From an optimization exercise on the open Yosys and OpenROAD flow, aimed at small area, a short achievable clock period and few clock cycles per item; shortcuts taken in it are not production practice.
RTL that was checked went through simulation tests only; none was proved equivalent to the original.
Function not checked in run 2: the RTL went through the layout flow alone.

==> design/flow/design.v <==
module CordicAccelerator(
  input         clock,
  input         reset,
  input         cmd_valid,
  output        cmd_ready,
  input  [6:0]  cmd_funct,
  input  [4:0]  cmd_rd,
  input  [63:0] cmd_rs1,
  input  [63:0] cmd_rs2,
  output        resp_valid,
  input         resp_ready,
  output [4:0]  resp_rd,
  output [63:0] resp_data,
  output        busy
);
  function [31:0] addc(input [31:0] a, input [31:0] b, input c);
    reg [31:0] g, p, gg, pp, gn, pn;
    integer k, l;
    begin
      g = a & b;
      p = a ^ b;
      gg = g;
      pp = p;
      gg[0] = g[0] | (p[0] & c);
      pp[0] = 1'b0;
      for (l = 0; l < 5; l = l + 1) begin
        gn = gg;
        pn = pp;
        for (k = 0; k < 32; k = k + 1)
          if (k[l]) begin
            gn[k] = gg[k] | (pp[k] & gg[((k >> l) << l) - 1]);
            pn[k] = pp[k] & pp[((k >> l) << l) - 1];
          end
        gg = gn;
        pp = pn;
      end
      addc = p ^ {gg[30:0], c};
    end
  endfunction
  wire recirc;    
  wire [31:0] res;
  wire [4:0] end_rd;
  wire take;      
  assign cmd_ready = take;
  wire accept = cmd_valid & take;
  wire [31:0] z0 = cmd_rs2[31:0];
  wire z0_fits = (z0[31:17] == {15{z0[31]}});
  wire [17:0] zc0 = z0_fits ? z0[17:0] : {z0[31], {17{~z0[31]}}};
  wire d1 = zc0[17];
  wire [17:0] zs2 = d1 ? zc0 + 18'd51472 : zc0 - 18'd51472;
  wire [16:0] z3 = (zs2[17:16] == {2{zs2[17]}}) ? zs2[16:0] : {zs2[17], {16{~zs2[17]}}};
  wire d6 = z0[31] ? ($signed(z0) < -32'sd51472) : ($signed(z0) < 32'sd51472);
  wire [31:0] x4 = cmd_rs1[31:0];
  wire [31:0] yt5 = ((cmd_rs1[31:0] ^ {32{d1}}) + {31'd0, d1}) ^ {32{~d6}};
  wire c2_7 = $signed(z0) < 32'sd81858;
  wire c2_8 = $signed(z0) < 32'sd21086;
  wire c2_9 = $signed(z0) < -32'sd21086;
  wire c2_10 = $signed(z0) < -32'sd81858;
  wire d11 = z0[31] ? (d6 ? c2_10 : c2_9) : (d6 ? c2_8 : c2_7);
  reg [31:0] p1_x, p1_y;
  reg [17:0] p1_z;
  reg p1_d1, p1_d2;
  reg [4:0] p1_rd;
  reg p1_fn, p1_dn, p1_v;
  always @(posedge clock) begin
    if (reset) p1_v <= 1'b0;
    else p1_v <= accept | recirc;
    p1_x <= recirc ? res : x4;
    p1_y <= recirc ? {32{~d6}} : yt5;
    p1_z <= zc0;
    p1_rd <= recirc ? end_rd : cmd_rd;
    p1_fn <= ~recirc & cmd_funct[0];
    p1_dn <= recirc;
    p1_d1 <= d6;
    p1_d2 <= d11;
  end
  wire [18:0] zk12 = p1_z[17] ? (p1_d1 ? (p1_d2 ? 19'sd97913 : 19'sd65803) : (p1_d2 ? 19'sd37141 : 19'sd5031)) : (p1_d1 ? (p1_d2 ? -19'sd5031 : -19'sd37141) : (p1_d2 ? -19'sd65803 : -19'sd97913));
  wire [18:0] zs13 = {p1_z[17], p1_z} + zk12;
  wire [14:0] z14 = (zs13[18:14] == {5{zs13[18]}}) ? zs13[14:0] : {zs13[18], {14{~zs13[18]}}};
  wire [31:0] ys17 = $signed(p1_y) >>> 1;
  wire [31:0] xs18 = $signed(p1_x) >>> 1;
  wire [31:0] x15 = addc(p1_x, ys17, ~p1_d1);
  wire [31:0] xg20 = xs18 & {32{~p1_dn}};
  wire [31:0] u19 = addc(p1_y, ~xg20, 1'b1);
  wire [31:0] yt16 = u19 ^ {32{p1_d1 ^ p1_d2}};
  reg [31:0] p2_x, p2_y;
  reg [4:0] p2_rd;
  reg p2_fn, p2_dn, p2_v;
  reg p2_d;
  reg [14:0] p2_z;
  always @(posedge clock) begin
    if (reset) p2_v <= 1'b0;
    else p2_v <= p1_v;
    p2_x <= x15;
    p2_y <= yt16;
    p2_rd <= p1_rd;
    p2_fn <= p1_fn;
    p2_dn <= p1_dn;
    p2_d <= p1_d2;
    p2_z <= z14;
  end
  wire [14:0] zs21 = p2_z[14] ? p2_z + 15'd8150 : p2_z - 15'd8150;
  wire [13:0] z22 = (zs21[14:13] == {2{zs21[14]}}) ? zs21[13:0] : {zs21[14], {13{~zs21[14]}}};
  wire [31:0] ys25 = $signed(p2_y) >>> 2;
  wire [31:0] xs26 = $signed(p2_x) >>> 2;
  wire [31:0] x23 = addc(p2_x, ys25, ~p2_d);
  wire [31:0] xg28 = xs26 & {32{~p2_dn}};
  wire [31:0] u27 = addc(p2_y, ~xg28, 1'b1);
  wire [31:0] yt24 = u27 ^ {32{p2_d ^ p2_z[14]}};
  reg [31:0] p3_x, p3_y;
  reg [4:0] p3_rd;
  reg p3_fn, p3_dn, p3_v;
  reg p3_d;
  reg [13:0] p3_z;
  always @(posedge clock) begin
    if (reset) p3_v <= 1'b0;
    else p3_v <= p2_v;
    p3_x <= x23;
    p3_y <= yt24;
    p3_rd <= p2_rd;
    p3_fn <= p2_fn;
    p3_dn <= p2_dn;
    p3_d <= p2_z[14];
    p3_z <= z22;
  end
  wire [13:0] zs29 = p3_z[13] ? p3_z + 14'd4091 : p3_z - 14'd4091;
  wire [12:0] z30 = (zs29[13:12] == {2{zs29[13]}}) ? zs29[12:0] : {zs29[13], {12{~zs29[13]}}};
  wire [31:0] ys33 = $signed(p3_y) >>> 3;
  wire [31:0] xs34 = $signed(p3_x) >>> 3;
  wire [31:0] x31 = addc(p3_x, ys33, ~p3_d);
  wire [31:0] xg36 = xs34 & {32{~p3_dn}};
  wire [31:0] u35 = addc(p3_y, ~xg36, 1'b1);
  wire [31:0] yt32 = u35 ^ {32{p3_d ^ p3_z[13]}};
  reg [31:0] p4_x, p4_y;
  reg [4:0] p4_rd;
  reg p4_fn, p4_dn, p4_v;
  reg p4_d;
  reg [12:0] p4_z;
  always @(posedge clock) begin
    if (reset) p4_v <= 1'b0;
    else p4_v <= p3_v;
    p4_x <= x31;
    p4_y <= yt32;
    p4_rd <= p3_rd;
    p4_fn <= p3_fn;
    p4_dn <= p3_dn;
    p4_d <= p3_z[13];
    p4_z <= z30;
  end
  wire [12:0] zs37 = p4_z[12] ? p4_z + 13'd2047 : p4_z - 13'd2047;
  wire [11:0] z38 = (zs37[12:11] == {2{zs37[12]}}) ? zs37[11:0] : {zs37[12], {11{~zs37[12]}}};
  wire [31:0] ys41 = $signed(p4_y) >>> 4;
  wire [31:0] xs42 = $signed(p4_x) >>> 4;
  wire [31:0] x39 = addc(p4_x, ys41, ~p4_d);
  wire [31:0] xg44 = xs42 & {32{~p4_dn}};
  wire [31:0] u43 = addc(p4_y, ~xg44, 1'b1);
  wire [31:0] yt40 = u43 ^ {32{p4_d ^ p4_z[12]}};
  reg [31:0] p5_x, p5_y;
  reg [4:0] p5_rd;
  reg p5_fn, p5_dn, p5_v;
  reg p5_d;
  reg [11:0] p5_z;
  always @(posedge clock) begin
    if (reset) p5_v <= 1'b0;
    else p5_v <= p4_v;
    p5_x <= x39;
    p5_y <= yt40;
    p5_rd <= p4_rd;
    p5_fn <= p4_fn;
    p5_dn <= p4_dn;
    p5_d <= p4_z[12];
    p5_z <= z38;
  end
  wire [11:0] zs45 = p5_z[11] ? p5_z + 12'd1024 : p5_z - 12'd1024;
  wire [10:0] z46 = (zs45[11:10] == {2{zs45[11]}}) ? zs45[10:0] : {zs45[11], {10{~zs45[11]}}};
  wire [31:0] ys49 = $signed(p5_y) >>> 5;
  wire [31:0] xs50 = $signed(p5_x) >>> 5;
  wire [31:0] x47 = addc(p5_x, ys49, ~p5_d);
  wire [31:0] xg52 = xs50 & {32{~p5_dn}};
  wire [31:0] u51 = addc(p5_y, ~xg52, 1'b1);
  wire [31:0] yt48 = u51 ^ {32{p5_d ^ p5_z[11]}};
  reg [31:0] p6_x, p6_y;
  reg [4:0] p6_rd;
  reg p6_fn, p6_dn, p6_v;
  reg p6_d;
  reg [10:0] p6_z;
  always @(posedge clock) begin
    if (reset) p6_v <= 1'b0;
    else p6_v <= p5_v;
    p6_x <= x47;
    p6_y <= yt48;
    p6_rd <= p5_rd;
    p6_fn <= p5_fn;
    p6_dn <= p5_dn;
    p6_d <= p5_z[11];
    p6_z <= z46;
  end
  wire [10:0] zs53 = p6_z[10] ? p6_z + 11'd512 : p6_z - 11'd512;
  wire [9:0] z54 = (zs53[10:9] == {2{zs53[10]}}) ? zs53[9:0] : {zs53[10], {9{~zs53[10]}}};
  wire [31:0] ys57 = $signed(p6_y) >>> 6;
  wire [31:0] xs58 = $signed(p6_x) >>> 6;
  wire [31:0] x55 = addc(p6_x, ys57, ~p6_d);
  wire [31:0] xg60 = xs58 & {32{~p6_dn}};
  wire [31:0] u59 = addc(p6_y, ~xg60, 1'b1);
  wire [31:0] yt56 = u59 ^ {32{p6_d ^ p6_z[10]}};
  reg [31:0] p7_x, p7_y;
  reg [4:0] p7_rd;
  reg p7_fn, p7_dn, p7_v;
  reg p7_d;
  reg [9:0] p7_z;
  always @(posedge clock) begin
    if (reset) p7_v <= 1'b0;
    else p7_v <= p6_v;
    p7_x <= x55;
    p7_y <= yt56;
    p7_rd <= p6_rd;
    p7_fn <= p6_fn;
    p7_dn <= p6_dn;
    p7_d <= p6_z[10];
    p7_z <= z54;
  end
  wire [9:0] zs61 = p7_z[9] ? p7_z + 10'd256 : p7_z - 10'd256;
  wire [8:0] z62 = (zs61[9:8] == {2{zs61[9]}}) ? zs61[8:0] : {zs61[9], {8{~zs61[9]}}};
  wire [31:0] ys65 = $signed(p7_y) >>> 7;
  wire [31:0] xs66 = $signed(p7_x) >>> 7;
  wire [31:0] x63 = addc(p7_x, ys65, ~p7_d);
  wire [31:0] xg68 = xs66 & {32{~p7_dn}};
  wire [31:0] u67 = addc(p7_y, ~xg68, 1'b1);
  wire [31:0] yt64 = u67 ^ {32{p7_d ^ p7_z[9]}};
  reg [31:0] p8_x, p8_y;
  reg [4:0] p8_rd;
  reg p8_fn, p8_dn, p8_v;
  reg p8_d;
  reg [8:0] p8_z;
  always @(posedge clock) begin
    if (reset) p8_v <= 1'b0;
    else p8_v <= p7_v;
    p8_x <= x63;
    p8_y <= yt64;
    p8_rd <= p7_rd;
    p8_fn <= p7_fn;
    p8_dn <= p7_dn;
    p8_d <= p7_z[9];
    p8_z <= z62;
  end
  wire [8:0] zs69 = p8_z[8] ? p8_z + 9'd128 : p8_z - 9'd128;
  wire [7:0] z70 = (zs69[8:7] == {2{zs69[8]}}) ? zs69[7:0] : {zs69[8], {7{~zs69[8]}}};
  wire [31:0] ys73 = $signed(p8_y) >>> 8;
  wire [31:0] xs74 = $signed(p8_x) >>> 8;
  wire [31:0] x71 = addc(p8_x, ys73, ~p8_d);
  wire [31:0] xg76 = xs74 & {32{~p8_dn}};
  wire [31:0] u75 = addc(p8_y, ~xg76, 1'b1);
  wire [31:0] yt72 = u75 ^ {32{p8_d ^ p8_z[8]}};
  reg [31:0] p9_x, p9_y;
  reg [4:0] p9_rd;
  reg p9_fn, p9_dn, p9_v;
  reg p9_d;
  reg [7:0] p9_z;
  always @(posedge clock) begin
    if (reset) p9_v <= 1'b0;
    else p9_v <= p8_v;
    p9_x <= x71;
    p9_y <= yt72;
    p9_rd <= p8_rd;
    p9_fn <= p8_fn;
    p9_dn <= p8_dn;
    p9_d <= p8_z[8];
    p9_z <= z70;
  end
  wire [7:0] zs77 = p9_z[7] ? p9_z + 8'd64 : p9_z - 8'd64;
  wire [6:0] z78 = (zs77[7:6] == {2{zs77[7]}}) ? zs77[6:0] : {zs77[7], {6{~zs77[7]}}};
  wire [31:0] ys81 = $signed(p9_y) >>> 9;
  wire [31:0] xs82 = $signed(p9_x) >>> 9;
  wire [31:0] x79 = addc(p9_x, ys81, ~p9_d);
  wire [31:0] xg84 = xs82 & {32{~p9_dn}};
  wire [31:0] u83 = addc(p9_y, ~xg84, 1'b1);
  wire [31:0] yt80 = u83 ^ {32{p9_d ^ p9_z[7]}};
  reg [31:0] p10_x, p10_y;
  reg [4:0] p10_rd;
  reg p10_fn, p10_dn, p10_v;
  reg p10_d;
  reg [6:0] p10_z;
  always @(posedge clock) begin
    if (reset) p10_v <= 1'b0;
    else p10_v <= p9_v;
    p10_x <= x79;
    p10_y <= yt80;
    p10_rd <= p9_rd;
    p10_fn <= p9_fn;
    p10_dn <= p9_dn;
    p10_d <= p9_z[7];
    p10_z <= z78;
  end
  wire [6:0] zs85 = p10_z[6] ? p10_z + 7'd32 : p10_z - 7'd32;
  wire [5:0] z86 = (zs85[6:5] == {2{zs85[6]}}) ? zs85[5:0] : {zs85[6], {5{~zs85[6]}}};
  wire [31:0] ys89 = $signed(p10_y) >>> 10;
  wire [31:0] xs90 = $signed(p10_x) >>> 10;
  wire [31:0] x87 = addc(p10_x, ys89, ~p10_d);
  wire [31:0] xg92 = xs90 & {32{~p10_dn}};
  wire [31:0] u91 = addc(p10_y, ~xg92, 1'b1);
  wire [31:0] yt88 = u91 ^ {32{p10_d ^ p10_z[6]}};
  reg [31:0] p11_x, p11_y;
  reg [4:0] p11_rd;
  reg p11_fn, p11_dn, p11_v;
  reg p11_d;
  reg [5:0] p11_z;
  always @(posedge clock) begin
    if (reset) p11_v <= 1'b0;
    else p11_v <= p10_v;
    p11_x <= x87;
    p11_y <= yt88;
    p11_rd <= p10_rd;
    p11_fn <= p10_fn;
    p11_dn <= p10_dn;
    p11_d <= p10_z[6];
    p11_z <= z86;
  end
  wire [5:0] zs93 = p11_z[5] ? p11_z + 6'd16 : p11_z - 6'd16;
  wire [4:0] z94 = (zs93[5:4] == {2{zs93[5]}}) ? zs93[4:0] : {zs93[5], {4{~zs93[5]}}};
  wire [31:0] ys97 = $signed(p11_y) >>> 11;
  wire [31:0] xs98 = $signed(p11_x) >>> 11;
  wire [31:0] x95 = addc(p11_x, ys97, ~p11_d);
  wire [31:0] xg100 = xs98 & {32{~p11_dn}};
  wire [31:0] u99 = addc(p11_y, ~xg100, 1'b1);
  wire [31:0] yt96 = u99 ^ {32{p11_d ^ p11_z[5]}};
  reg [31:0] p12_x, p12_y;
  reg [4:0] p12_rd;
  reg p12_fn, p12_dn, p12_v;
  reg p12_d;
  reg [4:0] p12_z;
  always @(posedge clock) begin
    if (reset) p12_v <= 1'b0;
    else p12_v <= p11_v;
    p12_x <= x95;
    p12_y <= yt96;
    p12_rd <= p11_rd;
    p12_fn <= p11_fn;
    p12_dn <= p11_dn;
    p12_d <= p11_z[5];
    p12_z <= z94;
  end
  wire [4:0] zs101 = p12_z[4] ? p12_z + 5'd8 : p12_z - 5'd8;
  wire [3:0] z102 = (zs101[4:3] == {2{zs101[4]}}) ? zs101[3:0] : {zs101[4], {3{~zs101[4]}}};
  wire [31:0] ys105 = $signed(p12_y) >>> 12;
  wire [31:0] xs106 = $signed(p12_x) >>> 12;
  wire [31:0] x103 = addc(p12_x, ys105, ~p12_d);
  wire [31:0] xg108 = xs106 & {32{~p12_dn}};
  wire [31:0] u107 = addc(p12_y, ~xg108, 1'b1);
  wire [31:0] yt104 = u107 ^ {32{p12_d ^ p12_z[4]}};
  reg [31:0] p13_x, p13_y;
  reg [4:0] p13_rd;
  reg p13_fn, p13_dn, p13_v;
  reg p13_d;
  reg [3:0] p13_z;
  always @(posedge clock) begin
    if (reset) p13_v <= 1'b0;
    else p13_v <= p12_v;
    p13_x <= x103;
    p13_y <= yt104;
    p13_rd <= p12_rd;
    p13_fn <= p12_fn;
    p13_dn <= p12_dn;
    p13_d <= p12_z[4];
    p13_z <= z102;
  end
  wire [3:0] zs109 = p13_z[3] ? p13_z + 4'd4 : p13_z - 4'd4;
  wire [2:0] z110 = (zs109[3:2] == {2{zs109[3]}}) ? zs109[2:0] : {zs109[3], {2{~zs109[3]}}};
  wire [31:0] ys113 = $signed(p13_y) >>> 13;
  wire [31:0] xs114 = $signed(p13_x) >>> 13;
  wire [31:0] x111 = addc(p13_x, ys113, ~p13_d);
  wire [31:0] xg116 = xs114 & {32{~p13_dn}};
  wire [31:0] u115 = addc(p13_y, ~xg116, 1'b1);
  wire [31:0] yt112 = u115 ^ {32{p13_d ^ p13_z[3]}};
  reg [31:0] p14_x, p14_y;
  reg [4:0] p14_rd;
  reg p14_fn, p14_dn, p14_v;
  reg p14_d;
  reg [2:0] p14_z;
  always @(posedge clock) begin
    if (reset) p14_v <= 1'b0;
    else p14_v <= p13_v;
    p14_x <= x111;
    p14_y <= yt112;
    p14_rd <= p13_rd;
    p14_fn <= p13_fn;
    p14_dn <= p13_dn;
    p14_d <= p13_z[3];
    p14_z <= z110;
  end
  wire [2:0] zs117 = p14_z[2] ? p14_z + 3'd2 : p14_z - 3'd2;
  wire [1:0] z118 = (zs117[2:1] == {2{zs117[2]}}) ? zs117[1:0] : {zs117[2], {1{~zs117[2]}}};
  wire [31:0] ys121 = $signed(p14_y) >>> 14;
  wire [31:0] xs122 = $signed(p14_x) >>> 14;
  wire [31:0] x119 = addc(p14_x, ys121, ~p14_d);
  wire [31:0] xg124 = xs122 & {32{~p14_dn}};
  wire [31:0] u123 = addc(p14_y, ~xg124, 1'b1);
  wire [31:0] yt120 = u123 ^ {32{p14_d ^ p14_z[2]}};
  reg [31:0] p15_x, p15_y;
  reg [4:0] p15_rd;
  reg p15_fn, p15_dn, p15_v;
  reg p15_d;
  reg [1:0] p15_z;
  always @(posedge clock) begin
    if (reset) p15_v <= 1'b0;
    else p15_v <= p14_v;
    p15_x <= x119;
    p15_y <= yt120;
    p15_rd <= p14_rd;
    p15_fn <= p14_fn;
    p15_dn <= p14_dn;
    p15_d <= p14_z[2];
    p15_z <= z118;
  end
  wire [1:0] zs125 = p15_z[1] ? p15_z + 2'd1 : p15_z - 2'd1;
  wire z126 = zs125[1];
  wire [31:0] ys129 = $signed(p15_y) >>> 15;
  wire [31:0] xs130 = $signed(p15_x) >>> 15;
  wire [31:0] x127 = addc(p15_x, ys129, ~p15_d);
  wire [31:0] xg132 = xs130 & {32{~p15_dn}};
  wire [31:0] u131 = addc(p15_y, ~xg132, 1'b1);
  wire [31:0] yt128 = u131 ^ {32{p15_d ^ p15_z[1]}};
  reg [31:0] p16_x, p16_y;
  reg [4:0] p16_rd;
  reg p16_fn, p16_dn, p16_v;
  reg p16_d;
  reg p16_z;
  always @(posedge clock) begin
    if (reset) p16_v <= 1'b0;
    else p16_v <= p15_v;
    p16_x <= x127;
    p16_y <= yt128;
    p16_rd <= p15_rd;
    p16_fn <= p15_fn;
    p16_dn <= p15_dn;
    p16_d <= p15_z[1];
    p16_z <= z126;
  end
  wire [31:0] ys135 = $signed(p16_y) >>> 16;
  wire [31:0] xs136 = $signed(p16_x) >>> 16;
  wire [31:0] x133 = addc(p16_x, ys135, ~p16_d);
  wire [31:0] xg138 = xs136 & {32{~p16_dn}};
  wire [31:0] u137 = addc(p16_y, ~xg138, 1'b1);
  wire [31:0] yt134 = u137 ^ {32{p16_d ^ p16_z}};
  reg [31:0] p17_x, p17_y;
  reg [4:0] p17_rd;
  reg p17_fn, p17_dn, p17_v;
  reg p17_d;
  always @(posedge clock) begin
    if (reset) p17_v <= 1'b0;
    else p17_v <= p16_v;
    p17_x <= x133;
    p17_y <= yt134;
    p17_rd <= p16_rd;
    p17_fn <= p16_fn;
    p17_dn <= p16_dn;
    p17_d <= p16_z;
  end
  wire [31:0] ys141 = $signed(p17_y) >>> 17;
  wire [31:0] xs142 = $signed(p17_x) >>> 17;
  wire [31:0] x139 = addc(p17_x, ys141, ~p17_d);
  wire [31:0] xg144 = xs142 & {32{~p17_dn}};
  wire [31:0] u143 = addc(p17_y, ~xg144, 1'b1);
  wire [31:0] yt140 = u143 ^ {32{p17_d ^ p17_d}};
  reg [31:0] p18_x, p18_y;
  reg [4:0] p18_rd;
  reg p18_fn, p18_dn, p18_v;
  reg p18_d;
  always @(posedge clock) begin
    if (reset) p18_v <= 1'b0;
    else p18_v <= p17_v;
    p18_x <= x139;
    p18_y <= yt140;
    p18_rd <= p17_rd;
    p18_fn <= p17_fn;
    p18_dn <= p17_dn;
    p18_d <= p17_d;
  end
  wire [31:0] ys147 = $signed(p18_y) >>> 18;
  wire [31:0] xs148 = $signed(p18_x) >>> 18;
  wire [31:0] x145 = addc(p18_x, ys147, ~p18_d);
  wire [31:0] xg150 = xs148 & {32{~p18_dn}};
  wire [31:0] u149 = addc(p18_y, ~xg150, 1'b1);
  wire [31:0] yt146 = u149 ^ {32{p18_d ^ p18_d}};
  reg [31:0] p19_x, p19_y;
  reg [4:0] p19_rd;
  reg p19_fn, p19_dn, p19_v;
  reg p19_d;
  always @(posedge clock) begin
    if (reset) p19_v <= 1'b0;
    else p19_v <= p18_v;
    p19_x <= x145;
    p19_y <= yt146;
    p19_rd <= p18_rd;
    p19_fn <= p18_fn;
    p19_dn <= p18_dn;
    p19_d <= p18_d;
  end
  wire [31:0] ys153 = $signed(p19_y) >>> 19;
  wire [31:0] xs154 = $signed(p19_x) >>> 19;
  wire [31:0] x151 = addc(p19_x, ys153, ~p19_d);
  wire [31:0] xg156 = xs154 & {32{~p19_dn}};
  wire [31:0] u155 = addc(p19_y, ~xg156, 1'b1);
  wire [31:0] yt152 = u155 ^ {32{p19_d ^ p19_d}};
  reg [31:0] p20_x, p20_y;
  reg [4:0] p20_rd;
  reg p20_fn, p20_dn, p20_v;
  reg p20_d;
  always @(posedge clock) begin
    if (reset) p20_v <= 1'b0;
    else p20_v <= p19_v;
    p20_x <= x151;
    p20_y <= yt152;
    p20_rd <= p19_rd;
    p20_fn <= p19_fn;
    p20_dn <= p19_dn;
    p20_d <= p19_d;
  end
  wire [31:0] ys159 = $signed(p20_y) >>> 20;
  wire [31:0] xs160 = $signed(p20_x) >>> 20;
  wire [31:0] x157 = addc(p20_x, ys159, ~p20_d);
  wire [31:0] xg162 = xs160 & {32{~p20_dn}};
  wire [31:0] u161 = addc(p20_y, ~xg162, 1'b1);
  wire [31:0] yt158 = u161 ^ {32{p20_d ^ p20_d}};
  reg [31:0] p21_x, p21_y;
  reg [4:0] p21_rd;
  reg p21_fn, p21_dn, p21_v;
  reg p21_d;
  always @(posedge clock) begin
    if (reset) p21_v <= 1'b0;
    else p21_v <= p20_v;
    p21_x <= x157;
    p21_y <= yt158;
    p21_rd <= p20_rd;
    p21_fn <= p20_fn;
    p21_dn <= p20_dn;
    p21_d <= p20_d;
  end
  wire [31:0] ys165 = $signed(p21_y) >>> 21;
  wire [31:0] xs166 = $signed(p21_x) >>> 21;
  wire [31:0] x163 = addc(p21_x, ys165, ~p21_d);
  wire [31:0] xg168 = xs166 & {32{~p21_dn}};
  wire [31:0] u167 = addc(p21_y, ~xg168, 1'b1);
  wire [31:0] yt164 = u167 ^ {32{p21_d ^ p21_d}};
  reg [31:0] p22_x, p22_y;
  reg [4:0] p22_rd;
  reg p22_fn, p22_dn, p22_v;
  reg p22_d;
  always @(posedge clock) begin
    if (reset) p22_v <= 1'b0;
    else p22_v <= p21_v;
    p22_x <= x163;
    p22_y <= yt164;
    p22_rd <= p21_rd;
    p22_fn <= p21_fn;
    p22_dn <= p21_dn;
    p22_d <= p21_d;
  end
  wire [31:0] ys171 = $signed(p22_y) >>> 22;
  wire [31:0] xs172 = $signed(p22_x) >>> 22;
  wire [31:0] x169 = addc(p22_x, ys171, ~p22_d);
  wire [31:0] xg174 = xs172 & {32{~p22_dn}};
  wire [31:0] u173 = addc(p22_y, ~xg174, 1'b1);
  wire [31:0] yt170 = u173 ^ {32{p22_d ^ p22_d}};
  reg [31:0] p23_x, p23_y;
  reg [4:0] p23_rd;
  reg p23_fn, p23_dn, p23_v;
  reg p23_d;
  always @(posedge clock) begin
    if (reset) p23_v <= 1'b0;
    else p23_v <= p22_v;
    p23_x <= x169;
    p23_y <= yt170;
    p23_rd <= p22_rd;
    p23_fn <= p22_fn;
    p23_dn <= p22_dn;
    p23_d <= p22_d;
  end
  wire [31:0] ys177 = $signed(p23_y) >>> 23;
  wire [31:0] xs178 = $signed(p23_x) >>> 23;
  wire [31:0] x175 = addc(p23_x, ys177, ~p23_d);
  wire [31:0] xg180 = xs178 & {32{~p23_dn}};
  wire [31:0] u179 = addc(p23_y, ~xg180, 1'b1);
  wire [31:0] yt176 = u179 ^ {32{p23_d ^ p23_d}};
  reg [31:0] p24_x, p24_y;
  reg [4:0] p24_rd;
  reg p24_fn, p24_dn, p24_v;
  reg p24_d;
  always @(posedge clock) begin
    if (reset) p24_v <= 1'b0;
    else p24_v <= p23_v;
    p24_x <= x175;
    p24_y <= yt176;
    p24_rd <= p23_rd;
    p24_fn <= p23_fn;
    p24_dn <= p23_dn;
    p24_d <= p23_d;
  end
  wire [31:0] ys183 = $signed(p24_y) >>> 24;
  wire [31:0] xs184 = $signed(p24_x) >>> 24;
  wire [31:0] x181 = addc(p24_x, ys183, ~p24_d);
  wire [31:0] xg186 = xs184 & {32{~p24_dn}};
  wire [31:0] u185 = addc(p24_y, ~xg186, 1'b1);
  wire [31:0] yt182 = u185 ^ {32{p24_d ^ p24_d}};
  reg [31:0] p25_x, p25_y;
  reg [4:0] p25_rd;
  reg p25_fn, p25_dn, p25_v;
  reg p25_d;
  always @(posedge clock) begin
    if (reset) p25_v <= 1'b0;
    else p25_v <= p24_v;
    p25_x <= x181;
    p25_y <= yt182;
    p25_rd <= p24_rd;
    p25_fn <= p24_fn;
    p25_dn <= p24_dn;
    p25_d <= p24_d;
  end
  wire [31:0] ys189 = $signed(p25_y) >>> 25;
  wire [31:0] xs190 = $signed(p25_x) >>> 25;
  wire [31:0] x187 = addc(p25_x, ys189, ~p25_d);
  wire [31:0] xg192 = xs190 & {32{~p25_dn}};
  wire [31:0] u191 = addc(p25_y, ~xg192, 1'b1);
  wire [31:0] yt188 = u191 ^ {32{p25_d ^ p25_d}};
  reg [31:0] p26_x, p26_y;
  reg [4:0] p26_rd;
  reg p26_fn, p26_dn, p26_v;
  reg p26_d;
  always @(posedge clock) begin
    if (reset) p26_v <= 1'b0;
    else p26_v <= p25_v;
    p26_x <= x187;
    p26_y <= yt188;
    p26_rd <= p25_rd;
    p26_fn <= p25_fn;
    p26_dn <= p25_dn;
    p26_d <= p25_d;
  end
  wire [31:0] ys195 = $signed(p26_y) >>> 26;
  wire [31:0] xs196 = $signed(p26_x) >>> 26;
  wire [31:0] x193 = addc(p26_x, ys195, ~p26_d);
  wire [31:0] xg198 = xs196 & {32{~p26_dn}};
  wire [31:0] u197 = addc(p26_y, ~xg198, 1'b1);
  wire [31:0] yt194 = u197 ^ {32{p26_d ^ p26_d}};
  reg [31:0] p27_x, p27_y;
  reg [4:0] p27_rd;
  reg p27_fn, p27_dn, p27_v;
  reg p27_d;
  always @(posedge clock) begin
    if (reset) p27_v <= 1'b0;
    else p27_v <= p26_v;
    p27_x <= x193;
    p27_y <= yt194;
    p27_rd <= p26_rd;
    p27_fn <= p26_fn;
    p27_dn <= p26_dn;
    p27_d <= p26_d;
  end
  wire [31:0] ys201 = $signed(p27_y) >>> 27;
  wire [31:0] xs202 = $signed(p27_x) >>> 27;
  wire [31:0] x199 = addc(p27_x, ys201, ~p27_d);
  wire [31:0] xg204 = xs202 & {32{~p27_dn}};
  wire [31:0] u203 = addc(p27_y, ~xg204, 1'b1);
  wire [31:0] yt200 = u203 ^ {32{p27_d ^ p27_d}};
  reg [31:0] p28_x, p28_y;
  reg [4:0] p28_rd;
  reg p28_fn, p28_dn, p28_v;
  reg p28_d;
  always @(posedge clock) begin
    if (reset) p28_v <= 1'b0;
    else p28_v <= p27_v;
    p28_x <= x199;
    p28_y <= yt200;
    p28_rd <= p27_rd;
    p28_fn <= p27_fn;
    p28_dn <= p27_dn;
    p28_d <= p27_d;
  end
  wire [31:0] ys207 = $signed(p28_y) >>> 28;
  wire [31:0] xs208 = $signed(p28_x) >>> 28;
  wire [31:0] x205 = addc(p28_x, ys207, ~p28_d);
  wire [31:0] xg210 = xs208 & {32{~p28_dn}};
  wire [31:0] u209 = addc(p28_y, ~xg210, 1'b1);
  wire [31:0] yt206 = u209 ^ {32{p28_d ^ p28_d}};
  reg [31:0] p29_x, p29_y;
  reg [4:0] p29_rd;
  reg p29_fn, p29_dn, p29_v;
  reg p29_d;
  always @(posedge clock) begin
    if (reset) p29_v <= 1'b0;
    else p29_v <= p28_v;
    p29_x <= x205;
    p29_y <= yt206;
    p29_rd <= p28_rd;
    p29_fn <= p28_fn;
    p29_dn <= p28_dn;
    p29_d <= p28_d;
  end
  wire [31:0] ys213 = $signed(p29_y) >>> 29;
  wire [31:0] xs214 = $signed(p29_x) >>> 29;
  wire [31:0] x211 = addc(p29_x, ys213, ~p29_d);
  wire [31:0] xg216 = xs214 & {32{~p29_dn}};
  wire [31:0] u215 = addc(p29_y, ~xg216, 1'b1);
  wire [31:0] yt212 = u215 ^ {32{p29_d ^ p29_d}};
  reg [31:0] p30_x, p30_y;
  reg [4:0] p30_rd;
  reg p30_fn, p30_dn, p30_v;
  reg p30_d;
  always @(posedge clock) begin
    if (reset) p30_v <= 1'b0;
    else p30_v <= p29_v;
    p30_x <= x211;
    p30_y <= yt212;
    p30_rd <= p29_rd;
    p30_fn <= p29_fn;
    p30_dn <= p29_dn;
    p30_d <= p29_d;
  end
  wire [31:0] ys219 = $signed(p30_y) >>> 30;
  wire [31:0] xs220 = $signed(p30_x) >>> 30;
  wire [31:0] x217 = addc(p30_x, ys219, ~p30_d);
  wire [31:0] xg222 = xs220 & {32{~p30_dn}};
  wire [31:0] u221 = addc(p30_y, ~xg222, 1'b1);
  wire [31:0] yt218 = u221 ^ {32{p30_d ^ p30_d}};
  reg [31:0] p31_x, p31_y;
  reg [4:0] p31_rd;
  reg p31_fn, p31_dn, p31_v;
  reg p31_d;
  always @(posedge clock) begin
    if (reset) p31_v <= 1'b0;
    else p31_v <= p30_v;
    p31_x <= x217;
    p31_y <= yt218;
    p31_rd <= p30_rd;
    p31_fn <= p30_fn;
    p31_dn <= p30_dn;
    p31_d <= p30_d;
  end
  wire [31:0] y31 = p31_y ^ {32{~p31_d}};
  wire [31:0] exi = p31_x + 32'd1;
  wire [31:0] exd = p31_x - 32'd1;
  wire [31:0] eys = (p31_y + 32'd1) ^ {32{~p31_d}};
  wire [31:0] exs = p31_d ? exd : exi;
  assign res = p31_fn ? (p31_x[31] ? eys : y31) : (y31[31] ? exs : p31_x);
  assign end_rd = p31_rd;
  wire end_v = p31_v;
  reg [31:0] h_data, k_data;
  reg [4:0] h_rd, k_rd;
  reg hv, kv, busy_r;
  reg blocked;
  reg [4:0] wait_n;
  wire wait_0 = (wait_n == 5'd0);
  wire push = end_v & ~(hv & kv) & (~blocked | wait_0);
  assign recirc = end_v & ~push;
  assign take = ~recirc & ~blocked;
  wire pop = hv & resp_ready;
  wire h_load = ~hv | pop;
  wire hv_n = h_load ? (kv | push) : 1'b1;
  wire kv_n = h_load ? (kv & push) : (kv | push);
  wire inflight_n = hv_n | kv_n |
      (accept | recirc) |
      p1_v |
      p2_v |
      p3_v |
      p4_v |
      p5_v |
      p6_v |
      p7_v |
      p8_v |
      p9_v |
      p10_v |
      p11_v |
      p12_v |
      p13_v |
      p14_v |
      p15_v |
      p16_v |
      p17_v |
      p18_v |
      p19_v |
      p20_v |
      p21_v |
      p22_v |
      p23_v |
      p24_v |
      p25_v |
      p26_v |
      p27_v |
      p28_v |
      p29_v |
      p30_v;
  always @(posedge clock) begin
    if (reset) begin
      hv <= 1'b0;
      kv <= 1'b0;
      busy_r <= 1'b0;
      blocked <= 1'b0;
    end else begin
      hv <= hv_n;
      kv <= kv_n;
      busy_r <= inflight_n;
      if (recirc & (~blocked | wait_0))
        blocked <= 1'b1;
      else if (push & blocked)
        blocked <= 1'b0;
    end
    if (recirc & (~blocked | wait_0))
      wait_n <= 5'd30;
    else
      wait_n <= wait_n - 5'd1;
    if (h_load) begin
      h_data <= kv ? k_data : res;
      h_rd <= kv ? k_rd : end_rd;
    end
    if (h_load ? kv : ~kv) begin
      k_data <= res;
      k_rd <= end_rd;
    end
  end
  assign resp_valid = hv;
  assign resp_rd = h_rd;
  assign resp_data = {32'h0, h_data};
  assign busy = busy_r;
endmodule
==> design/flow/run.sh <==
#!/bin/bash
# synth_recipe.tcl (not shown) runs the flow's synth.tcl, then flattens the netlist and writes it again
# the make line also repeats each setting of config.mk as NAME=value (left out here)
make -C /OpenROAD-flow-scripts/flow DESIGN_CONFIG=/design/flow/config.mk WORK_HOME=/design/flow/orfs CLKGATE_MAP_FILE= SYNTH_SCRIPT=/design/flow/synth_recipe.tcl finish
==> design/flow/config.mk <==
export PLATFORM = sky130hd
export DESIGN_NAME = CordicAccelerator
export DESIGN_NICKNAME = CordicAccelerator
export VERILOG_FILES = /design/flow/design.v
export SDC_FILE = /design/flow/constraint.sdc
export NUM_CORES = 8
export LEC_CHECK = 0
export CAP_MARGIN = 20
export CORE_MARGIN = 2
export CORE_UTILIZATION = 70
export CTS_BUF_LIST = sky130_fd_sc_hd__clkbuf_4 sky130_fd_sc_hd__clkbuf_8
export PLACE_DENSITY = 0.75
export SETUP_SLACK_MARGIN = 2.5
export SLEW_MARGIN = 20
==> design/flow/constraint.sdc <==
create_clock -name core_clock -period 6.0 [get_ports {clock}]
set_input_delay 1.2000 -clock core_clock [delete_from_list [all_inputs] [get_ports {clock}]]
set_output_delay 1.2000 -clock core_clock [all_outputs]
set_load 0.01 [all_outputs]
==> flow_summary.json, run 1 <==
{
  "multi_input_area_um2": 89340,
  "clockBufferDepth": 4,
  "hold_viol": 0,
  "globalplace.congestion": 0.9339,
  "nFillCells": 11300,
  "startpoint_type": "register",
  "wl_per_cell_um": 21.82,
  "synth_area_um2": 138200,
  "syn-instance-count": 13560,
  "worst_pin_slew_ns": 1.234,
  "layout_commonest_cell": "dfxtp_1",
  "synth_edf_count": 74,
  "drive_gt1_share_pct": 16.63,
  "port_buffers": 113,
  "die_w_um": 448.3,
  "postSynthAreaPerCell_um2": 10.19,
  "end_kind": "register",
  "pin_count": 216,
  "hp-class": "register to register",
  "drc": 0,
  "num_rows": 163,
  "antenna_found_initial": 41,
  "async_reset_ff_share_pct": 0,
  "drt_iter0_drc": 6975,
  "maxSlewHeadroom_pct": 17.73,
  "period_minus_slack_ns": 3.782,
  "yosysTopAreaCell": "dfxtp_1",
  "register_area_um2": 50750,
  "dpl.hpwl_um": 271600,
  "netlist.area_leader.share_pct": 34.92,
  "grt_use_total_pct": 35.91,
  "worstPathRequired_ns": 7.00,
  "fin_skew_ns": 0.1116,
  "htree_levels": 5,
  "cts_tree": "yes",
  "drt_wl_total_um": 382700,
  "yosys-top-cells-area": "dfxtp_1 35%, ha_1 17%, xnor2_1 9.6%",
  "post-route-period-util_pct": 63.04,
  "clk_pin_slew_ns": 0.07,
  "cts-root-buf": "clkbuf_8",
  "grt_pass1_vias": 107400,
  "worstPathArrival_ns": 4.78,
  "critPathMaxFanout": 4,
  "maxCapViolCount": 0,
  "yosysUniqueCellTypes": 105,
  "die_y_um": 448.3,
  "final_cell_mix": "2293 x dfxtp_1, 1819 x ha_1, 1488 x xnor2_1",
  "grt_overflow": 0,
  "run_status": "finished clean",
  "slew_violations": 0,
  "dr_total_vias": 104600,
  "rsz0062_at_grt": "true",
  "syn_to_final_growth_pct": 16.93,
  "vias_per_cell": 5.967,
  "postRouteAntennaNets": 0,
  "grt_pass1_wl_um": 568400,
  "cts.sinks": 2484,
  "nets": 16930,
  "drt_first_pass_iters": 8,
  "finalSetupViolCount": 0,
  "yosysSeqAreaShare_pct": 36.53,
  "dieArea_um2": 200900,
  "grt_max_degree": 63,
  "clk_latency_ns": 1.16,
  "setup_tns_ns": 0,
  "max_freq_mhz": 264.4,
  "worstSetupPathType": "register to register",
  "ys_ff_latch": 2484,
  "start_util_pct": 70.20,
  "yosysWarnings": 1,
  "ys.flop_type": "dfxtp_1",
  "hold_buffers": 0,
  "core-area_um2": 196800,
  "cts_made_buffers": 402
}
==> layout make-up <==
class                           count  share of cell area [%]
Antenna cell                       21                 0.03253
Clock buffer                      599                   4.766
Clock inverter                     93                  0.7001
Inverter                          719                   1.684
Multi-Input combinational cell  10200                   55.30
Sequential cell                  2484                   31.42
Tap cell                         2640                   2.045
Timing Repair Buffer              779                   4.054
==> synthesized netlist by cell type (32+ instances only) <==
| master | count |
|---|---|
| o21ai_0 | 417 |
| o21a_1 | 198 |
| buf_4 | 33 |
| o211ai_1 | 42 |
| nor2b_1 | 220 |
| nand2_1 | 385 |
| and4_1 | 47 |
| o21bai_1 | 93 |
| a31o_2 | 32 |
| and3_1 | 106 |
| o21ai_1 | 61 |
| ha_1 | 1864 |
| a31oi_1 | 110 |
| mux2_2 | 59 |
| clkbuf_1 | 129 |
| nand4_1 | 82 |
| xnor2_1 | 1512 |
| a21oi_1 | 772 |
| dfxtp_1 | 2410 |
| or2_2 | 86 |
| a21o_1 | 639 |
| or3_1 | 79 |
| and2_1 | 56 |
| nor2_1 | 742 |
| a211oi_1 | 72 |
| nor3_1 | 220 |
| nand3_1 | 144 |
| fa_1 | 335 |
| nand2b_1 | 561 |
| inv_1 | 718 |
| edfxtp_1 | 74 |
| xor2_1 | 686 |
==> worst max-delay path, cell delays in order, from the launching register on <==
cell and delay (ns):
dfxtp_2 0.33, inv_2 0.04, fa_2 0.39, fa_2 0.40, a21o_1 0.19, a21o_1 0.19
a21oi_2 0.22, o21ai_4 0.10, a221oi_4 0.43, nor2b_2 0.12, a311o_1 0.32, a31o_2 0.26
a21o_4 0.22, buf_4 0.15, xor2_4 0.33
==> routing by layer <==
metal  GRT usage (%)  vias up  share of wire (%)
met5               0        -              0.033
met1           39.80    50500                 38
met3           7.248     1470                5.8
li1                -    49320                  -
met4           24.99       22                7.6
met2           61.81     3330                 49
==> path summary, 6_finish.rpt <==
path              startpoint   endpoint  slack, ns  cells after the start
setup reg to reg       p22_d  p23_x[18]       2.22                     14
hold / removal       p8_z[1]    p9_z[1]       0.28                      0
setup / recovery       p22_d  p23_x[18]       2.22                     14
hold reg to reg      p8_z[1]    p9_z[1]       0.28                      0
==> what timing repair did <==
item	in CTS	in global routing
buffers inserted	309	295
setup endpoints to repair	802	507
gates cloned	5	0
pin swaps	306	539
resized for setup	544	645
hold endpoints to repair	0	0
==> stage by stage <==
stage	instance area, um^2	utilization, %	setup slack [ns]	hold slack (ns)	instances
floorplan	138500	-	2.386	0.3096	13590
global placement	142800	72.55	1.587	0.3096	16210
detailed placement	142800	72.55	1.533	0.3121	16210
CTS	156500	79.50	2.193	0.2728	17220
global route	161500	82.07	2.093	0.2886	17530
finish	161600	82.09	2.218	0.2826	17540
==> logic make-up after synthesis <==
logic type,share of synthesized area (%)
AOI/OAI and AO/OA,13.91
and+or+nand+nor,10.49
DFF,36.53
adders and majority gates,21.84
xor gates and xnor gates,13.93
buffers and inverters,2.563
muxes,0.7326
other,0.002714
Testbench counts, summed over its fixed seeds: cycles 1,856, items 1,600.
==> run 2, diff against run 1 <==
--- a/design/flow/design.v
+++ b/design/flow/design.v
@@ -27,9 +27,9 @@
         gn = gg;
         pn = pp;
         for (k = 0; k < 32; k = k + 1)
-          if (k[l]) begin
-            gn[k] = gg[k] | (pp[k] & gg[((k >> l) << l) - 1]);
-            pn[k] = pp[k] & pp[((k >> l) << l) - 1];
+          if (k >= (1 << l)) begin
+            gn[k] = gg[k] | (pp[k] & gg[k - (1 << l)]);
+            pn[k] = pp[k] & pp[k - (1 << l)];
           end
         gg = gn;
         pp = pn;
--- a/design/flow/config.mk
+++ b/design/flow/config.mk
@@ -7,8 +7,7 @@
 export LEC_CHECK = 0
 export CAP_MARGIN = 20
 export CORE_MARGIN = 2
-export CORE_UTILIZATION = 70
+export CORE_UTILIZATION = 60
 export CTS_BUF_LIST = sky130_fd_sc_hd__clkbuf_4 sky130_fd_sc_hd__clkbuf_8
-export PLACE_DENSITY = 0.75
 export SETUP_SLACK_MARGIN = 2.5
 export SLEW_MARGIN = 20
==> run 2 against run 1 <==
Net effect:
- synthesized cell count increased by 18%
- non-clock buffer count decreased by 98
- area after synthesis is 7.9% higher
- sequential cell count is the same
- count of clock-buffer cells in the layout is 4 lower
- core utilization is 11 points lower
- register-to-register slack got worse by 0.05 ns
- first-iteration DRC count decreased by 0.44%
- still clean on timing, DRC and antenna
- critical path depth rose by 2
==> flow_summary.json, run 2 <==
{
  "worstSetupPathType": "register to register",
  "r2r-start": "p11_x[11]",
  "yosysUniqueCellTypes": 92,
  "grt_pass1_vias": 119200,
  "drt_first_pass_iters": 6,
  "hp-class": "register to register",
  "cts_made_buffers": 415,
  "nets": 19100,
  "worstPathRequired_ns": 6.99,
  "worst-path-stages": 16,
  "crit_path_cell_trace": "nor2b_4 > ha_4 > inv_2 > fa_2 > a21o_1 > a211oi_2 > o211ai_1 > a31o_1 > a31o_1 > a31o_4 > a2111o_1 > a31o_1 > a21o_1 > a21o_1 > a21oi_2 > xnor2_2",
  "clockBufferDepth": 4,
  "yosys-top-cells-area": "dfxtp_1 32%, ha_1 16%, xnor2_1 10%",
  "maxSlewHeadroom_pct": 24.06,
  "ys.flop_type": "dfxtp_1",
  "max_freq_mhz": 260.8,
  "synth_area_um2": 149100,
  "startpoint_type": "register",
  "critical-path-top-delay-family": "compound AO/OA/AOI/OAI gates",
  "postSynthAreaPerCell_um2": 9.319,
  "final_cell_mix": "2310 x dfxtp_1, 1833 x ha_1, 1720 x xnor2_1",
  "dieArea_um2": 252400,
  "wl_per_cell_um": 20.27,
  "fin_ws_ns": 2.166,
  "yosysSeqAreaShare_pct": 33.86,
  "clk_pin_slew_ns": 0.06,
  "grt_overflow": 0,
  "slew_violations": 0,
  "cts_tree": "yes",
  "hold_buffers": 0,
  "port_buffers": 113,
  "met3_usage_pct": 3.674,
  "cts.sinks": 2484,
  "pre_cts_ws_ns": 1.411,
  "grt_pass1_wl_um": 633700,
  "critPathMaxStageDelay_ns": 0.39,
  "setup_tns_ns": 0,
  "ys_ff_latch": 2484,
  "yosysTopAreaCell": "dfxtp_1",
  "drt_iter0_drc": 6944,
  "syn_to_final_growth_pct": 16.71,
  "met2_usage_pct": 55.54,
  "die_w_um": 502.4,
  "drc": 0,
  "die_y_um": 502.4,
  "postRouteAntennaNets": 0,
  "hold_viol": 0,
  "syn-instance-count": 15990,
  "critPathSlowestCell": "a2111o_1",
  "yosysWarnings": 1,
  "layout_commonest_cell": "dfxtp_1",
  "grt_use_met1_pct": 36.62,
  "reg2regPathDepth": 16,
  "clk_latency_ns": 1.12,
  "cts-root-buf": "clkbuf_8",
  "startpoint": "p11_x[11]",
  "maxCapViolCount": 0,
  "antenna_found_initial": 15,
  "drt_wl_total_um": 417300,
  "finalSetupViolCount": 0,
  "synth.most_common_cell": "dfxtp_1",
  "reg2reg_to": "p12_y[30]",
  "grt_use_total_pct": 31.24,
  "critPathMaxFanout": 2,
  "start_util_pct": 60.49,
  "drive_gt1_share_pct": 14.15,
  "synth_commonest_cells": "2410 x dfxtp_1, 1924 x ha_1, 1742 x xnor2_1, 1488 x a21oi_1, 890 x nor2_1",
  "pin_count": 216,
  "synth_edf_count": 74,
  "grt_max_degree": 61,
  "worstPathArrival_ns": 4.82,
  "num_rows": 182,
  "rsz0062_at_grt": "true",
  "path_buf_inv": 1,
  "grt.busiest_layer": "met2",
  "netlist.area_leader.share_pct": 32.37,
  "worst_pin_slew_ns": 1.127,
  "post-route-period-util_pct": 63.91,
  "run_status": "finished clean",
  "dpl.hpwl_um": 313500,
  "regToRegSetupSlack_ns": 2.17,
  "dr_total_vias": 120600,
  "period_minus_slack_ns": 3.834,
  "endpoint": "p12_y[30]",
  "htree_levels": 5,
  "async_reset_ff_share_pct": 0,
  "vias_per_cell": 5.858,
  "fin_skew_ns": 0.1250,
  "core-area_um2": 246400,
  "globalplace.congestion": 0.9468,
  "end_kind": "register"
}
[run 2: metal layers]
layer | wire length, um | vias up
met5 | 41 | -
met4 | 25240 | 6
met3 | 16830 | 1196
met2 | 204600 | 3227
met1 | 170600 | 57220
li1 | - | 58940
[run 2: worst min path at each step]
| stage | start | end | slack [ns] | depth (start not counted) |
|---|---|---|---|---|
| 2_1_floorplan | p9_fn | p10_fn | 0.31 | 0 |
| 3_3_place_gp | p28_rd[1] | p29_rd[1] | 0.31 | 0 |
| 3_5_place_dp | p29_rd[3] | p30_rd[3] | 0.31 | 0 |
| 4_1_cts | p10_rd[2] | p11_rd[2] | 0.29 | 0 |
| 5_1_grt | p10_rd[2] | p11_rd[2] | 0.29 | 0 |
| 6_report | p5_rd[3] | p6_rd[3] | 0.30 | 0 |
[run 2: worst reg2reg max path: cells and delay by family, from the launching register on]
kind            cells  cell delay [ns]
simple gates        1             0.16
compound gates     11             2.65
xor+xnor            1             0.16
buf+inv             1             0.04
fa+ha+maj           2             0.48
flops               1             0.35
[run 2: cells by family after synthesis]
logic type,after synthesis,synth area share (%)
AOI/OAI and AO/OA,4543,19.49
xor gates and xnor gates,2456,14.43
adders and majority gates,2020,17.43
buffers and inverters,801,2.106
DFF,2484,33.86
muxes,61,0.4457
other,1,0.002516
and+or+nand+nor,3628,12.23
[run 2: timing repair]
action / 4_1_cts / 5_1_grt
gates cloned: 12 / 5
gates resized for setup: 673 / 754
setup buffers: 239 / 283
hold endpoints to repair: 0 / 0
endpoints found under the setup margin: 586 / 408
pin swaps: 266 / 483
[run 2: cell type report]
cell class,count,area [um^2]
antenna,12,30.03
fill,18600,72430
clock buffer,595,7676
sequential,2484,50730
tap,3312,4144
timing repair buffer,681,5813
clock inverter,149,1872
inverter,598,2265
multi-input combinational,12760,101400
[run 2: metrics by stage]
step	instances	utilization (%)	hold slack [ns]	area (um^2)
floorplan	16030	-	0.3096	149500
global placement	19290	62.67	0.3096	154400
detailed placement	19290	62.67	0.3121	154400
CTS	20290	68.37	0.2918	168500
global route	20580	70.60	0.2925	174000
finish	20590	70.60	0.2969	174000
==> run 3, diff against run 2 <==
--- a/design/flow/design.v
+++ b/design/flow/design.v
@@ -27,9 +27,9 @@
         gn = gg;
         pn = pp;
         for (k = 0; k < 32; k = k + 1)
-          if (k >= (1 << l)) begin
-            gn[k] = gg[k] | (pp[k] & gg[k - (1 << l)]);
-            pn[k] = pp[k] & pp[k - (1 << l)];
+          if (k[l]) begin
+            gn[k] = gg[k] | (pp[k] & gg[((k >> l) << l) - 1]);
+            pn[k] = pp[k] & pp[((k >> l) << l) - 1];
           end
         gg = gn;
         pp = pn;
--- a/design/flow/config.mk
+++ b/design/flow/config.mk
@@ -8,6 +8,8 @@
 export CAP_MARGIN = 20
 export CORE_MARGIN = 2
 export CORE_UTILIZATION = 60
-export CTS_BUF_LIST = sky130_fd_sc_hd__clkbuf_4 sky130_fd_sc_hd__clkbuf_8
+export CTS_BUF_LIST = sky130_fd_sc_hd__clkbuf_8 sky130_fd_sc_hd__clkbuf_16
+export CTS_CLUSTER_DIAMETER = 80
+export CTS_CLUSTER_SIZE = 30
 export SETUP_SLACK_MARGIN = 2.5
 export SLEW_MARGIN = 20
==> run 3 against run 2 <==
Net effect:
- critical path type unchanged
- critical endpoint is now p16_x[6]
- die area decreased by 7.3%
- first-iteration DRC count decreased by 24%
==> flow_summary.json, run 3 <==
{
  "syn-instance-count": 13560,
  "critPathMaxFanout": 2,
  "htree_levels": 4,
  "ys.flop_type": "dfxtp_1",
  "cts.sinks": 2484,
  "cts_made_buffers": 143,
  "grt_pass1_wl_um": 553600,
  "maxCapViolCount": 0,
  "grt_overflow": 0,
  "holdPathStages": 0,
  "drt_first_pass_iters": 5,
  "postSynthAreaPerCell_um2": 10.19,
  "syn_to_final_growth_pct": 14.41,
  "yosysSeqAreaShare_pct": 36.53,
  "vias_per_cell": 5.689,
  "synth.most_common_cell": "dfxtp_1",
  "final_cell_mix": "2285 x dfxtp_1, 1836 x ha_1, 1470 x xnor2_1",
  "end_kind": "register",
  "maxSlewHeadroom_pct": 31.60,
  "clockBufferDepth": 3,
  "drt_wl_total_um": 363300,
  "fin_skew_ns": 0.04738,
  "layout_commonest_cell": "dfxtp_1",
  "port_buffers": 113,
  "yosysUniqueCellTypes": 105,
  "pin_count": 216,
  "worstPathArrival_ns": 4.46,
  "synth_area_um2": 138200,
  "register_area_um2": 50770,
  "stdcell_count": 17460,
  "pre_cts_ws_ns": 1.528,
  "clk_pin_slew_ns": 0.09,
  "setup_tns_ns": 0,
  "nFillCells": 17450,
  "slew_violations": 0,
  "drive_gt1_share_pct": 14.00,
  "dieArea_um2": 234100,
  "async_reset_ff_share_pct": 0,
  "hold_viol": 0,
  "core-area_um2": 229500,
  "fin_ws_ns": 2.292,
  "worstSetupPathType": "register to register",
  "place_area_um2": 143300,
  "multi_input_area_um2": 89190,
  "clk_latency_ns": 0.86,
  "post-route-period-util_pct": 61.79,
  "reg2regPathDepth": 26,
  "dpl.hpwl_um": 282400,
  "finish.utilization_pct": 68.89,
  "num_rows": 176,
  "yosys-top-cells-area": "dfxtp_1 35%, ha_1 17%, xnor2_1 9.6%",
  "grt_max_degree": 63,
  "ys_ff_latch": 2484,
  "antenna_found_initial": 37,
  "netlist.area_leader.share_pct": 34.92,
  "grt_pass1_vias": 100900,
  "finalSetupViolCount": 0,
  "dr_total_vias": 99340,
  "hold_buffers": 0,
  "cts_tree": "yes",
  "grt_use_total_pct": 29.98,
  "wl_per_cell_um": 20.80,
  "synth_edf_count": 74,
  "run_status": "finished clean",
  "yosysWarnings": 1,
  "rsz0062_at_grt": "true",
  "postRouteAntennaNets": 0,
  "die_w_um": 483.9,
  "nets": 16650,
  "yosysTopAreaCell": "dfxtp_1",
  "critPathSlowestCell": "dfxtp_4",
  "period_minus_slack_ns": 3.708,
  "synth_commonest_cells": "2410 x dfxtp_1, 1864 x ha_1, 1512 x xnor2_1, 772 x a21oi_1, 742 x nor2_1",
  "drc": 0,
  "dp_cells": 16600,
  "die_y_um": 483.9,
  "startpoint_type": "register",
  "critPathMaxStageDelay_ns": 0.36,
  "worstPathRequired_ns": 6.76,
  "worst_pin_slew_ns": 1.017,
  "postLayoutCellArea_um2": 158100,
  "globalplace.congestion": 0.9320,
  "start_util_pct": 60.21,
  "crit_top_cell": "buf_4",
  "cts-root-buf": "clkbuf_16",
  "max_freq_mhz": 269.7,
  "drt_iter0_drc": 5279,
  "hp-class": "register to register"
}
-- run 3: cell count changes after synthesis, moves of 86 or more --
| cell | previous run | this run |
|---|---|---|
| nand2_1 | 718 | 385 |
| fa_1 | 95 | 335 |
| o21bai_1 | 243 | 93 |
| nor2_1 | 890 | 742 |
| inv_1 | 597 | 718 |
| nand2b_1 | 704 | 561 |
| a21oi_1 | 1488 | 772 |
| nand3_1 | 272 | 144 |
| a21o_1 | 844 | 639 |
| o21ai_0 | 768 | 417 |
| xnor2_1 | 1742 | 1512 |
| nor2b_1 | 306 | 220 |
-- run 3: layer usage --
metal  share of wire (%)  wire length, um  GRT usage, %  vias up
met5               0.017               60             0        -
met4                 5.5            20020         15.10       10
met3                 3.7            13330         3.202      713
met2                  50           180200         53.06     1918
met1                  41           149600         36.02    48070
li1                    -                -             -    48620
-- run 3: worst max-delay path: cells and delay by family (launching register included) --
| kind | cells | cell delay (ns) |
|---|---|---|
| buffers and inverters | 20 | 2.38 |
| adders and majority gates | 2 | 0.42 |
| DFF | 1 | 0.36 |
| AOI/OAI and AO/OA | 3 | 0.28 |
| xor gates and xnor gates | 1 | 0.19 |
-- run 3: final timing paths --
check                  end     from  slack (ns)
hold reg to reg    p8_z[3]  p7_z[3]        0.32
hold / removal     p8_z[3]  p7_z[3]        0.32
setup / recovery  p16_x[6]    p15_d        2.29
setup reg to reg  p16_x[6]    p15_d        2.29
-- run 3: area by class of cell --
type | instances | area share, %
Multi-Input combinational cell | 10200 | 56.43
Sequential cell | 2484 | 32.12
Timing Repair Buffer | 752 | 4.031
Tap cell | 3026 | 2.395
Clock buffer | 149 | 2.330
Inverter | 719 | 1.721
Clock inverter | 112 | 0.9475
Antenna cell | 17 | 0.02691
-- run 3: per-stage QoR --
stage	hold WS [ns]
floorplan	0.3096
global placement	0.3096
detailed placement	0.3121
CTS	0.3214
global route	0.3168
finish	0.3219
-- run 3: cell families (layout without fill, tap and decap cells) --
group	after synthesis	count (layout)	share of synthesized area, %
adder cells (fa/ha/maj)	2214	2214	21.84
buffers and inverters	908	1732	2.563
flip-flops	2484	2484	36.53
AO/OA/AOI/OAI	2859	2859	13.91
XOR/XNOR	2198	2198	13.93
AND/OR/NAND/NOR	2801	2807	10.49
other	1	49	0.002714
multiplexers	93	93	0.7326
-- run 3: repair_timing --
action,CTS,global route
setup endpoints to repair,811,466
cloned,7,1
setup buffers,308,269
resized for setup,611,572
pin swaps,335,555
Testbench counts of run 3, summed over its fixed seeds: cycles 1,856, items 1,600.
==> run 4, diff against run 3 <==
--- a/design/flow/config.mk
+++ b/design/flow/config.mk
@@ -11,5 +11,5 @@
 export CTS_BUF_LIST = sky130_fd_sc_hd__clkbuf_8 sky130_fd_sc_hd__clkbuf_16
 export CTS_CLUSTER_DIAMETER = 80
 export CTS_CLUSTER_SIZE = 30
-export SETUP_SLACK_MARGIN = 2.5
+export SETUP_SLACK_MARGIN = 2.6
 export SLEW_MARGIN = 20
==> run 4 against run 3 <==
Net effect:
- synthesized cell count unchanged
- final cell count grew 0.95%
- critical path depth down 13
- critical path type unchanged
- highest routed layer is now met4
==> flow_summary.json, run 4 <==
{
  "drt_wl_total_um": 322000,
  "grt_pass1_vias": 99760,
  "reg2reg_to": "h_data[31]",
  "async_reset_ff_share_pct": 0,
  "pin_count": 216,
  "htree_levels": 4,
  "max_freq_mhz": 271.6,
  "yosysTopAreaCell": "dfxtp_1",
  "port_buffers": 113,
  "clockBufferDepth": 3,
  "maxCapViolCount": 0,
  "postSynthAreaPerCell_um2": 10.19,
  "num_rows": 176,
  "final_cell_mix": "2289 x dfxtp_1, 1817 x ha_1, 1480 x xnor2_1",
  "die_w_um": 483.9,
  "worstPathArrival_ns": 4.27,
  "cts_made_buffers": 142,
  "reg2regPathDepth": 13,
  "grt_overflow": 0,
  "worstPathRequired_ns": 6.59,
  "synth_area_um2": 138200,
  "drt_first_pass_iters": 6,
  "min_from": "p25_fn",
  "layout_commonest_cell": "dfxtp_1",
  "core-area_um2": 229500,
  "period_minus_slack_ns": 3.682,
  "yosysWarnings": 1,
  "critPathMaxFanout": 7,
  "drc": 0,
  "antenna_found_initial": 7,
  "start_util_pct": 60.21,
  "critPathMaxStageDelay_ns": 0.42,
  "nets": 16830,
  "dpl.hpwl_um": 239500,
  "regToRegSetupSlack_ns": 2.32,
  "end_kind": "register",
  "clk_latency_ns": 0.84,
  "worstSetupPathType": "register to register",
  "fin_skew_ns": 0.03729,
  "drt_iter0_drc": 4674,
  "hp-class": "register to register",
  "yosysSeqAreaShare_pct": 36.53,
  "finalSetupViolCount": 0,
  "drive_gt1_share_pct": 15.94,
  "synth_commonest_cells": "2410 x dfxtp_1, 1864 x ha_1, 1512 x xnor2_1, 772 x a21oi_1, 742 x nor2_1",
  "netlist.area_leader.share_pct": 34.92,
  "crit_path_cell_trace": "buf_8 > ha_4 > or3_4 > a311oi_4 > o31ai_4 > a311oi_4 > nor3_2 > o21ai_2 > o22ai_2 > nor4_4 > nor4b_4 > buf_6 > mux2_1",
  "hold_viol": 0,
  "dieArea_um2": 234100,
  "crit_top_cell": "a311oi_4",
  "critPathSlowestCell": "dfxtp_4",
  "run_status": "finished clean",
  "post-route-period-util_pct": 61.37,
  "yosys-top-cells-area": "dfxtp_1 35%, ha_1 17%, xnor2_1 9.6%",
  "cts_tree": "yes",
  "postRouteAntennaNets": 0,
  "grt_max_degree": 63,
  "worst_pin_slew_ns": 1.020,
  "grt_pass1_wl_um": 510000,
  "globalplace.congestion": 0.9024,
  "r2r-start": "p31_d",
  "dr_total_vias": 98390,
  "grt_use_total_pct": 26.45,
  "wl_per_cell_um": 18.27,
  "synth_edf_count": 74,
  "ys.flop_type": "dfxtp_1",
  "die_y_um": 483.9,
  "syn_to_final_growth_pct": 16.44,
  "rsz0062_at_grt": "true",
  "ys_ff_latch": 2484,
  "hold_end": "p26_fn",
  "holdPathStages": 0,
  "vias_per_cell": 5.581,
  "synth.most_common_cell": "dfxtp_1",
  "cts.sinks": 2484,
  "setup_tns_ns": 0,
  "syn-instance-count": 13560,
  "yosysUniqueCellTypes": 105,
  "startpoint_type": "register",
  "cts-root-buf": "clkbuf_16",
  "maxSlewHeadroom_pct": 32.00,
  "clk_pin_slew_ns": 0.11,
  "slew_violations": 0
}
## run 4: cell counts after synthesis
No cell type changed its count.
## run 4: cell families after synthesis
logic type / count (synthesis) / share of synthesized area [%]
compound gates: 2859 / 13.91
xor+xnor: 2198 / 13.93
fa+ha+maj: 2214 / 21.84
buf+inv: 908 / 2.563
flops: 2484 / 36.53
mux: 93 / 0.7326
other cells: 1 / 0.002714
simple gates: 2801 / 10.49
## run 4: worst max-delay path, delay by kind of cell (launching register included)
family | cells | cell delay, ns
AOI/OAI and AO/OA | 5 | 1.34
adders and majority gates | 1 | 0.16
buffers and inverters | 2 | 0.32
DFF | 1 | 0.42
muxes | 1 | 0.28
and+or+nand+nor | 4 | 0.91
## run 4: worst max-delay path by stage
stage | from | end | slack [ns]
after global placement | p31_d | h_data[29] | 1.47
after detailed placement | p31_d | h_data[29] | 1.49
after global routing | p1_d2 | p2_z[7] | 2.26
after floorplan | p1_d1 | p2_z[4] | 2.39
after CTS | p11_d | p12_x[31] | 2.28
final | p31_d | h_data[31] | 2.32
## run 4: through the flow
stage	hold WS (ns)	setup slack, ns	area, um^2	util [%]	std cells
finish	0.3145	2.318	160900	70.11	17630
global route	0.3128	2.261	160900	70.11	17630
CTS	0.3114	2.281	155700	67.87	17350
detailed placement	0.3121	1.490	143300	62.44	16590
global placement	0.3095	1.471	143300	62.44	16590
floorplan	0.3096	2.386	138600	-	13590
## run 4: layout make-up
cell class	instances	area (um^2)
inverters	719	2739
well taps	3026	3786
diodes	1	2.502
clock buffers	156	3836
repair buffers	936	8195
fillers	17360	68590
flip-flops and latches	2484	50770
multi-input cells	10210	90210
clock inverters	101	1333
## run 4: timing repair
| item | CTS | global route |
|---|---|---|
| setup endpoints to repair | 952 | 603 |
| hold buffers | 0 | 0 |
| buffers inserted | 487 | 279 |
| pin swaps | 465 | 579 |
| gates resized for setup | 776 | 716 |
| gates cloned | 13 | 2 |
## run 4: routing by layer
layer	track usage, %	vias to the layer above	share of wire [%]
li1	-	48960	-
met5	0	-	0
met2	44.88	1451	48
met3	2.315	369	3.5
met4	5.833	0	2.0
met1	36.61	47610	47

==> separate check: timing with driven ports <==
The results above use ideal ports. As a check the final layouts listed here were re-extracted and re-timed, cells and wires unchanged. Step 1: set_driving_cell puts a clkbuf_16 on clock and a buf_2 on each other input, an assumption about the parent block. Step 2 times the ports against the registers' clock, not the clock port: input delays grow and output delays shrink by t, the midpoint of the rising clock arrivals with the driver on. a / b / c = ideal ports / drivers / drivers and shift; a / b = the first two.
run | shift t [ns] | slack for setup (ns) | worst data-port slew with drivers (ns) | cell pins on the clock port's net
run 1 | 1.188 | 2.218 / 2.218 / 1.470 | 0.20 | 1
run 2 | 1.177 | 2.166 / 2.166 / 1.536 | 0.12 | 1
run 3 | 0.932 | 2.292 / 2.292 / 1.786 | 0.06 | 1
run 4 | 0.907 | 2.318 / 2.312 / 1.853 | 0.08 | 1
After both steps setup and hold are still met in every run listed. The setup slack of run 1, which loses most, moves by 0.000 ns with the drivers and by -0.748 ns with both steps.
